Source: an optimization exercise on an open RTL-to-GDS flow (aim: small area, a short achievable clock period and few clock cycles per item). Production flows keep margins and buffers that such runs may drop. RTL that was checked went through simulation tests only; none was proved equivalent to the original. Power and IR drop assume default switching activity.

## ember
## systolic_pe
module systolic_pe(
  clk, reset, cntrl,
  i_stb, o_stb, i_busy, o_busy,
  data_in, weight_in, acc_in,
  acc_out, data_out, weight_out
);
Size in the first run: roughly 310 cells after synthesis, roughly 59 flip-flops, ~0.0042 mm2 of cells after synthesis.
==> flow/config.mk <==
export PLATFORM = sky130hd
export DESIGN_NAME = systolic_pe
export DESIGN_NICKNAME = systolic_pe
export VERILOG_FILES = /design/flow/design.v
export SDC_FILE = /design/flow/constraint.sdc
export NUM_CORES = 4
export LEC_CHECK = 0
export CAP_MARGIN = 20
export CORE_MARGIN = 2
export CORE_UTILIZATION = 40
export GPL_TIMING_DRIVEN = 0
export SETUP_SLACK_MARGIN = 1.5
export SLEW_MARGIN = 20
==> flow/constraint.sdc <==
create_clock -name core_clock -period 5.0 [get_ports {clk}]
set_input_delay 1.0000 -clock core_clock [delete_from_list [all_inputs] [get_ports {clk}]]
set_output_delay 1.0000 -clock core_clock [all_outputs]
set_load 0.01 [all_outputs]
standard.sh (not shown) runs the stock make flow with config.mk's settings and CLKGATE_MAP_FILE= SYNTH_SCRIPT=/design/flow/synth_recipe.tcl, a recipe that flattens the netlist after the stock synthesis.
==> flow/flow/run.sh <==
#!/bin/bash
# The standard layout, with two changes: Yosys's synth runs without its quick
# internal abc pass (so the full adders extract without inverters; the final
# abc mapping still runs), and the port buffers are plain buffer cells.
set -euo pipefail
export SYNTH_ARGS="-noabc"
export BUFFER_PORTS_ARGS="-buffer_cell sky130_fd_sc_hd__buf_1"
export CTS_ARGS="-sink_clustering_enable -repair_clock_nets -dont_use_dummy_load"
bash standard.sh finish > standard_flow.log 2>&1
Testbench counts of ember, summed over its fixed seeds: cycles 2,056, items 2,048.
Relative to ember, the following input files were edited for harbor:
- swapping 1.5 for 1.7 in SETUP_SLACK_MARGIN
- clearing GPL_TIMING_DRIVEN, which used to be 0
--- outcome ---
Diff ember -> harbor: post-route cell area went up; global-route usage went down. harbor vs ember: fmax up. Comparing harbor against ember, there is no change at all in largest net degree at the start of global routing. In harbor, the part of the cycle the worst path needs came out 1.9 points below the value in ember.
Modified inputs, pepper compared to harbor
- an added TNS_END_PERCENT of 10
## What came out
Hold slack, pepper and harbor: higher on pepper. Between pepper and harbor, it is pepper whose post-layout utilization of the core is lower, by 2.3 points. Combinational share of power, pepper and harbor, higher one = harbor. Number of distinct library cell variants in the gate-level netlist after synthesis came out exactly the same in pepper and harbor. Comparing pepper with harbor, the post-synthesis net count came out essentially unchanged. On total number of vias: pepper sits below harbor. When pepper is set beside harbor, its routed wire length turns out to be about 2.7% smaller. Comparing post-layout instance area for pepper and harbor, the bigger number came from harbor. pepper vs harbor — net switching power dropped by a few percent. Going from harbor to pepper, share of final-layout standard cells stronger than drive strength 1 shrinks by 8.4 points.
## Diff of input files: fjord against pepper
- clearing TNS_END_PERCENT, which used to be 10
- swapping 1.7 for 1.5 in SETUP_SLACK_MARGIN
- putting ABC_AREA at 1 where nothing was set
Results
| share of power burned in the clock network | fjord vs pepper | 6.2 points higher |
fjord gives less multi-input gate area in the final layout than pepper did.
Compared with pepper, fjord shows a lower post-synthesis average cell area.
When the final numbers for pepper and fjord were put side by side, the cell internal power dissipation turned out to be greater in fjord.
Compared with pepper, in fjord maximum frequency roughly the same; global-route wire length before repair higher; fraction of power consumed by combinational cells lower; final critical-path required period roughly the same.
Run comparison: pepper classification of the worst-slack hold path flip-flop to flip-flop; fjord classification of the worst-slack hold path input port to flip-flop
fjord has met2 wire length above what pepper had.
Modified inputs, zinc compared to fjord
- SETUP_SLACK_MARGIN: 1.5 -> 0
- ABC_AREA: 1 -> unset
diff --git a/flow/flow/run.sh b/flow/flow/run.sh
--- a/flow/flow/run.sh
+++ b/flow/flow/run.sh
@@ -7,2 +7 @@
-export BUFFER_PORTS_ARGS="-buffer_cell sky130_fd_sc_hd__buf_1"
-export CTS_ARGS="-sink_clustering_enable -repair_clock_nets -dont_use_dummy_load"
+export BUFFER_PORTS_ARGS="-buffer_cell sky130_fd_sc_hd__buf_2"
## What came out
- Compare fjord and zinc | final area higher: fjord
- zinc finished all stages; the layout is clean.
- Changes observed in zinc relative to fjord: detailed-placement wirelength estimate went down 1000 um; final cell count fell by 164; multi-input logic cell count has decreased.

========
systolic_pe again, from the RTL that the note above started with.
clock: 5.0 ns
lec_check: 0
cap_margin: 20
core_margin: 2
core_utilization: 40
setup_slack_margin: 1.5
slew_margin: 20
==> flow/flow/run.sh <==
#!/bin/bash
# The standard layout, with two changes: Yosys's synth runs without its quick
# internal abc pass (so the full adders extract without inverters; the final
# abc mapping still runs), and the port buffers are plain buffer cells.
set -euo pipefail
export SYNTH_ARGS="-noabc"
export BUFFER_PORTS_ARGS="-buffer_cell sky130_fd_sc_hd__buf_1"
export CTS_ARGS="-sink_clustering_enable -repair_clock_nets -dont_use_dummy_load -buf_list sky130_fd_sc_hd__clkbuf_4"
bash standard.sh finish > standard_flow.log 2>&1
The first run went through all stages and came out clean.
Testbench counts at the start, summed over its fixed seeds: cycles 2,056, items 2,048.
Change:
--- a/flow/flow/run.sh
+++ b/flow/flow/run.sh
@@ -6,4 +6,4 @@
 export SYNTH_ARGS="-noabc"
 export BUFFER_PORTS_ARGS="-buffer_cell sky130_fd_sc_hd__buf_1"
-export CTS_ARGS="-sink_clustering_enable -repair_clock_nets -dont_use_dummy_load -buf_list sky130_fd_sc_hd__clkbuf_4"
+export CTS_ARGS="-sink_clustering_enable -repair_clock_nets -dont_use_dummy_load"
 bash standard.sh finish > standard_flow.log 2>&1
Settings changed: CORE_UTILIZATION 40 to 30.
Result: Worst setup slack got worse by 0.010 ns; sequential power hardly moves; die area rises by 32%; clock power rises by 100%; fmax falls by 0.30%.
Change:
Settings changed: CORE_UTILIZATION 30 to 40, PLACE_DENSITY set to 0.8.
What happened: The new run completed with no timing, DRC or antenna violations; fmax stays flat; global-route usage grows by 3.3 points; non-clock buffer count shrinks by 2; clock skew grows by 0.0032 ns; synthesized area is unchanged; routed wire length shrinks by a few percent; count of clock-buffer cells in the layout is unchanged; worst setup slack improved by 0.0039 ns; power shrinks by a little under a tenth; via count grows by a few percent.
Change:
Settings changed: PLACE_DENSITY 0.8 to unset, SETUP_SLACK_MARGIN 1.5 to 1.9, TNS_END_PERCENT set to 10.
The changed run finished clean.
Hold slack is better by 0.0093 ns.
Global-route usage came out higher by 0.58 points.
Cell count came out higher by 0.55%.
Total power came out higher by 5.7%.
Change:
Settings changed: SETUP_SLACK_MARGIN 1.9 to 1.3, TNS_END_PERCENT 10 to unset.
The changed run finished clean; global-route usage falls by 0.64 points; utilization decreases by 2.5 points; synthesized cell count stays the same; critical path depth stays the same; worst hold slack hardly moves; die area does not change; clock power falls by a few percent; wire length goes down by a few percent; sequential power came out lower slightly; via count shrinks slightly; power drops by a little under a tenth.
Change:
Settings changed: SETUP_SLACK_MARGIN 1.3 to 1.5.
=> Combinational power grows by 3.1%; synthesized cell count is unchanged; global-route usage grows by 0.25 points; sequential cell count stays the same; non-clock buffer count grows by 1; wire length shrinks by about 0.7%; setup slack gets better by 0.16 ns; via count barely changes; hold slack stays flat.

========
systolic_pe, a different RTL version from the one above (not shown whole).
Size: ~300 cells after synthesis, roughly 100 I/O pins, roughly 4100 sq um of cells after synthesis.
export LEC_CHECK = 0
export CAP_MARGIN = 20
export CORE_MARGIN = 2
export CORE_UTILIZATION = 40
export SETUP_SLACK_MARGIN = 1.5
export SLEW_MARGIN = 20
create_clock -name core_clock -period 5.0 [get_ports {clk}]
==> flow/flow/run.sh <==
#!/bin/bash
# The standard layout, with two changes: Yosys's synth runs without its quick
# internal abc pass (so the full adders extract without inverters; the final
# abc mapping still runs), and the port buffers are plain buffer cells.
set -euo pipefail
export SYNTH_ARGS="-noabc"
export BUFFER_PORTS_ARGS="-buffer_cell sky130_fd_sc_hd__buf_1"
export CTS_ARGS="-sink_clustering_enable -repair_clock_nets -dont_use_dummy_load -buf_list sky130_fd_sc_hd__clkbuf_16 -sink_clustering_size 60 -sink_clustering_max_diameter 500"
bash standard.sh finish > standard_flow.log 2>&1
The starting point went through all stages and came out clean.
Edit:
==> flow/flow/run.sh (replaced) <==
#!/bin/bash
# The standard layout, with two changes: Yosys's synth runs without its quick
# internal abc pass (so the full adders extract without inverters; the final
# abc mapping still runs), and the port buffers are plain buffer cells.
set -euo pipefail
export SYNTH_ARGS="-noabc"
export BUFFER_PORTS_ARGS="-buffer_cell sky130_fd_sc_hd__buf_2"
export CTS_ARGS="-sink_clustering_enable -repair_clock_nets -sink_clustering_size 30 -sink_clustering_max_diameter 200 -dont_use_dummy_load"
bash standard.sh finish > standard_flow.log 2>&1
Effect: Clock skew is higher by 0.011 ns. Power is lower by 7.7%. First-iteration DRC count is lower by about 6.4%. Sequential share of layout area is higher by 0.17 points. Combinational power barely changes. Register-to-register slack stays flat. Cell count hardly moves. Maximum frequency is higher by about 0.3%. Die area stays the same. Global-route usage is lower by 0.50 points.
No run of this note included a check of the RTL's function; only the layout flow was run.

========
systolic_pe again, from the RTL that the note above started with.
// systolic_pe
module systolic_pe(
  clk, reset, cntrl,
  i_stb, o_stb, i_busy, o_busy,
  data_in, weight_in, acc_in,
  acc_out, data_out, weight_out
);
Settings: LEC_CHECK=0, CAP_MARGIN=20, CORE_MARGIN=2, CORE_UTILIZATION=40, SETUP_SLACK_MARGIN=0, SLEW_MARGIN=85; clock period 5.0 ns.
==> flow/flow/run.sh <==
#!/bin/bash
# The standard layout, with two changes: Yosys's synth runs without its quick
# internal abc pass (so the full adders extract without inverters; the final
# abc mapping still runs), and the port buffers are plain buffer cells.
set -euo pipefail
export SYNTH_ARGS="-noabc"
export BUFFER_PORTS_ARGS="-buffer_cell sky130_fd_sc_hd__buf_2"
bash standard.sh finish > standard_flow.log 2>&1
The starting point passed the timing, design-rule and antenna checks.
Next try:
- SLEW_MARGIN: 85 -> 20
Result:
- The new run completed without violations
- fmax grows by 24%
- clock power grows by about 0.7%
- routed wire length shrinks by 1.9%
Next try:
--- a/flow/flow/run.sh
+++ b/flow/flow/run.sh
@@ -5,4 +5,5 @@
 set -euo pipefail
 export SYNTH_ARGS="-noabc"
-export BUFFER_PORTS_ARGS="-buffer_cell sky130_fd_sc_hd__buf_2"
+export BUFFER_PORTS_ARGS="-buffer_cell sky130_fd_sc_hd__buf_1"
+export CTS_ARGS="-sink_clustering_enable -repair_clock_nets -dont_use_dummy_load"
 bash standard.sh finish > standard_flow.log 2>&1
- SETUP_SLACK_MARGIN: 0 -> 1.3
Sequential power is about the same.
Power goes down by roughly a tenth.
Wire length goes up by a few percent.
Utilization goes down by 2.1 points.
Final cell count goes down slightly.
Synthesized cell count is unchanged.
Next try:
--- a/flow/flow/run.sh
+++ b/flow/flow/run.sh
@@ -5,5 +5,4 @@
 set -euo pipefail
 export SYNTH_ARGS="-noabc"
-export BUFFER_PORTS_ARGS="-buffer_cell sky130_fd_sc_hd__buf_1"
-export CTS_ARGS="-sink_clustering_enable -repair_clock_nets -dont_use_dummy_load"
+export BUFFER_PORTS_ARGS="-buffer_cell sky130_fd_sc_hd__buf_2"
 bash standard.sh finish > standard_flow.log 2>&1
- SETUP_SLACK_MARGIN: 1.3 -> 1.5
Effect:
- core utilization increases by 4.2 points
- sequential cell count stays the same
- global-route usage went down by 0.60 points
Next try:
--- a/flow/flow/run.sh
+++ b/flow/flow/run.sh
@@ -5,4 +5,5 @@
 set -euo pipefail
 export SYNTH_ARGS="-noabc"
-export BUFFER_PORTS_ARGS="-buffer_cell sky130_fd_sc_hd__buf_2"
+export BUFFER_PORTS_ARGS="-buffer_cell sky130_fd_sc_hd__buf_1"
+export CTS_ARGS="-sink_clustering_enable -repair_clock_nets -dont_use_dummy_load"
 bash standard.sh finish > standard_flow.log 2>&1
- ABC_AREA: default -> 1
Routed wire length rises by about a fifth; setup slack loses 0.049 ns; combinational power is about the same; die area rises by a little under a tenth; cell area rises slightly; synthesized cell count rises by well over a third; cell count rises by a quarter to a third; non-clock buffer count rises by 4; synthesized area rises by roughly a tenth; maximum frequency falls slightly.
Next try:
--- a/flow/flow/run.sh
+++ b/flow/flow/run.sh
@@ -6,4 +6,3 @@
 export SYNTH_ARGS="-noabc"
 export BUFFER_PORTS_ARGS="-buffer_cell sky130_fd_sc_hd__buf_1"
-export CTS_ARGS="-sink_clustering_enable -repair_clock_nets -dont_use_dummy_load"
 bash standard.sh finish > standard_flow.log 2>&1
- ABC_AREA: 1 -> default
What happened: Routed wire length decreases by about 12%; total power increases by 9.4%; via count decreases by about 20%; design area decreases by about 5%; worst setup slack is better by 0.031 ns; synthesized area decreases by 8.3%; clock-buffer cell count stays the same.
No functional check of the RTL was part of any run of this note.

separate check: timing with driven ports:
In the flow no input, the clock included, has a driving cell. The finished layouts below were timed again as built, in two steps.
Step 1: set_driving_cell puts a clkbuf_16 on clk and a buf_2 on each other input, an assumption about the parent block.
Step 2 adds t to the input delays and takes it off the output delays; t is the mean of the earliest and latest rising clock arrival at the registers after step 1. Input paths then give back, and output paths get back, about the clock's delay inside the block.
Three values: ideal, step 1, step 2; two values: the first two.
run | t, ns | setup slack, ns | worst setup path after step 2 | clock arrival spread, ns | pins driven straight from the clock port
ember | 0.362 | 1.560 / 1.560 / 1.212 | input to register | 0.034 / 0.034 | 1
harbor | 0.353 | 1.657 / 1.655 / 1.305 | input to register | 0.029 / 0.029 | 1
pepper | 0.366 | 1.605 / 1.616 / 1.250 | input to register | 0.026 / 0.026 | 1
fjord | 0.349 | 1.603 / 1.614 / 1.265 | input to register | 0.017 / 0.017 | 1
zinc | 0.364 | 1.226 / 1.196 / 1.171 | input to register | 0.009 / 0.010 | 1
the first run of note 2 | 0.434 | 1.577 / 1.586 / 1.152 | input to register | 0.042 / 0.042 | 1
the second run of note 2 | 0.358 | 1.566 / 1.585 / 1.227 | input to register | 0.022 / 0.022 | 1
the third run of note 2 | 0.360 | 1.570 / 1.579 / 1.219 | input to register | 0.034 / 0.033 | 1
the fourth run of note 2 | 0.367 | 1.666 / 1.665 / 1.298 | input to register | 0.025 / 0.025 | 1
the fifth run of note 2 | 0.350 | 1.406 / 1.414 / 1.064 | input to register | 0.030 / 0.031 | 1
the sixth run of note 2 | 0.362 | 1.566 / 1.579 / 1.217 | input to register | 0.028 / 0.028 | 1
the first run of note 3 | 0.353 | 1.513 / 1.490 / 1.137 | input to register | 0.017 / 0.018 | 1
the second run of note 3 | 0.350 | 1.524 / 1.488 / 1.139 | input to register | 0.031 / 0.031 | 1
the first run of note 4 | 0.358 | 0.510 / 0.516 / 0.158 | input to register | 0.014 / 0.015 | 1
the second run of note 4 | 0.364 | 1.372 / 1.379 / 1.015 | input to register | 0.013 / 0.013 | 1
the third run of note 4 | 0.359 | 1.393 / 1.402 / 1.042 | input to register | 0.026 / 0.027 | 1
the fourth run of note 4 | 0.354 | 1.523 / 1.499 / 1.145 | input to register | 0.016 / 0.016 | 1
the fifth run of note 4 | 0.360 | 1.474 / 1.484 / 1.123 | input to register | 0.007 / 0.007 | 1
the sixth run of note 4 | 0.369 | 1.504 / 1.513 / 1.144 | input to register | 0.015 / 0.016 | 1
After both steps every run listed still meets setup and hold. The setup slack of the first run of note 2, which loses most, moves by +0.009 ns with the drivers and by -0.425 ns with both steps.
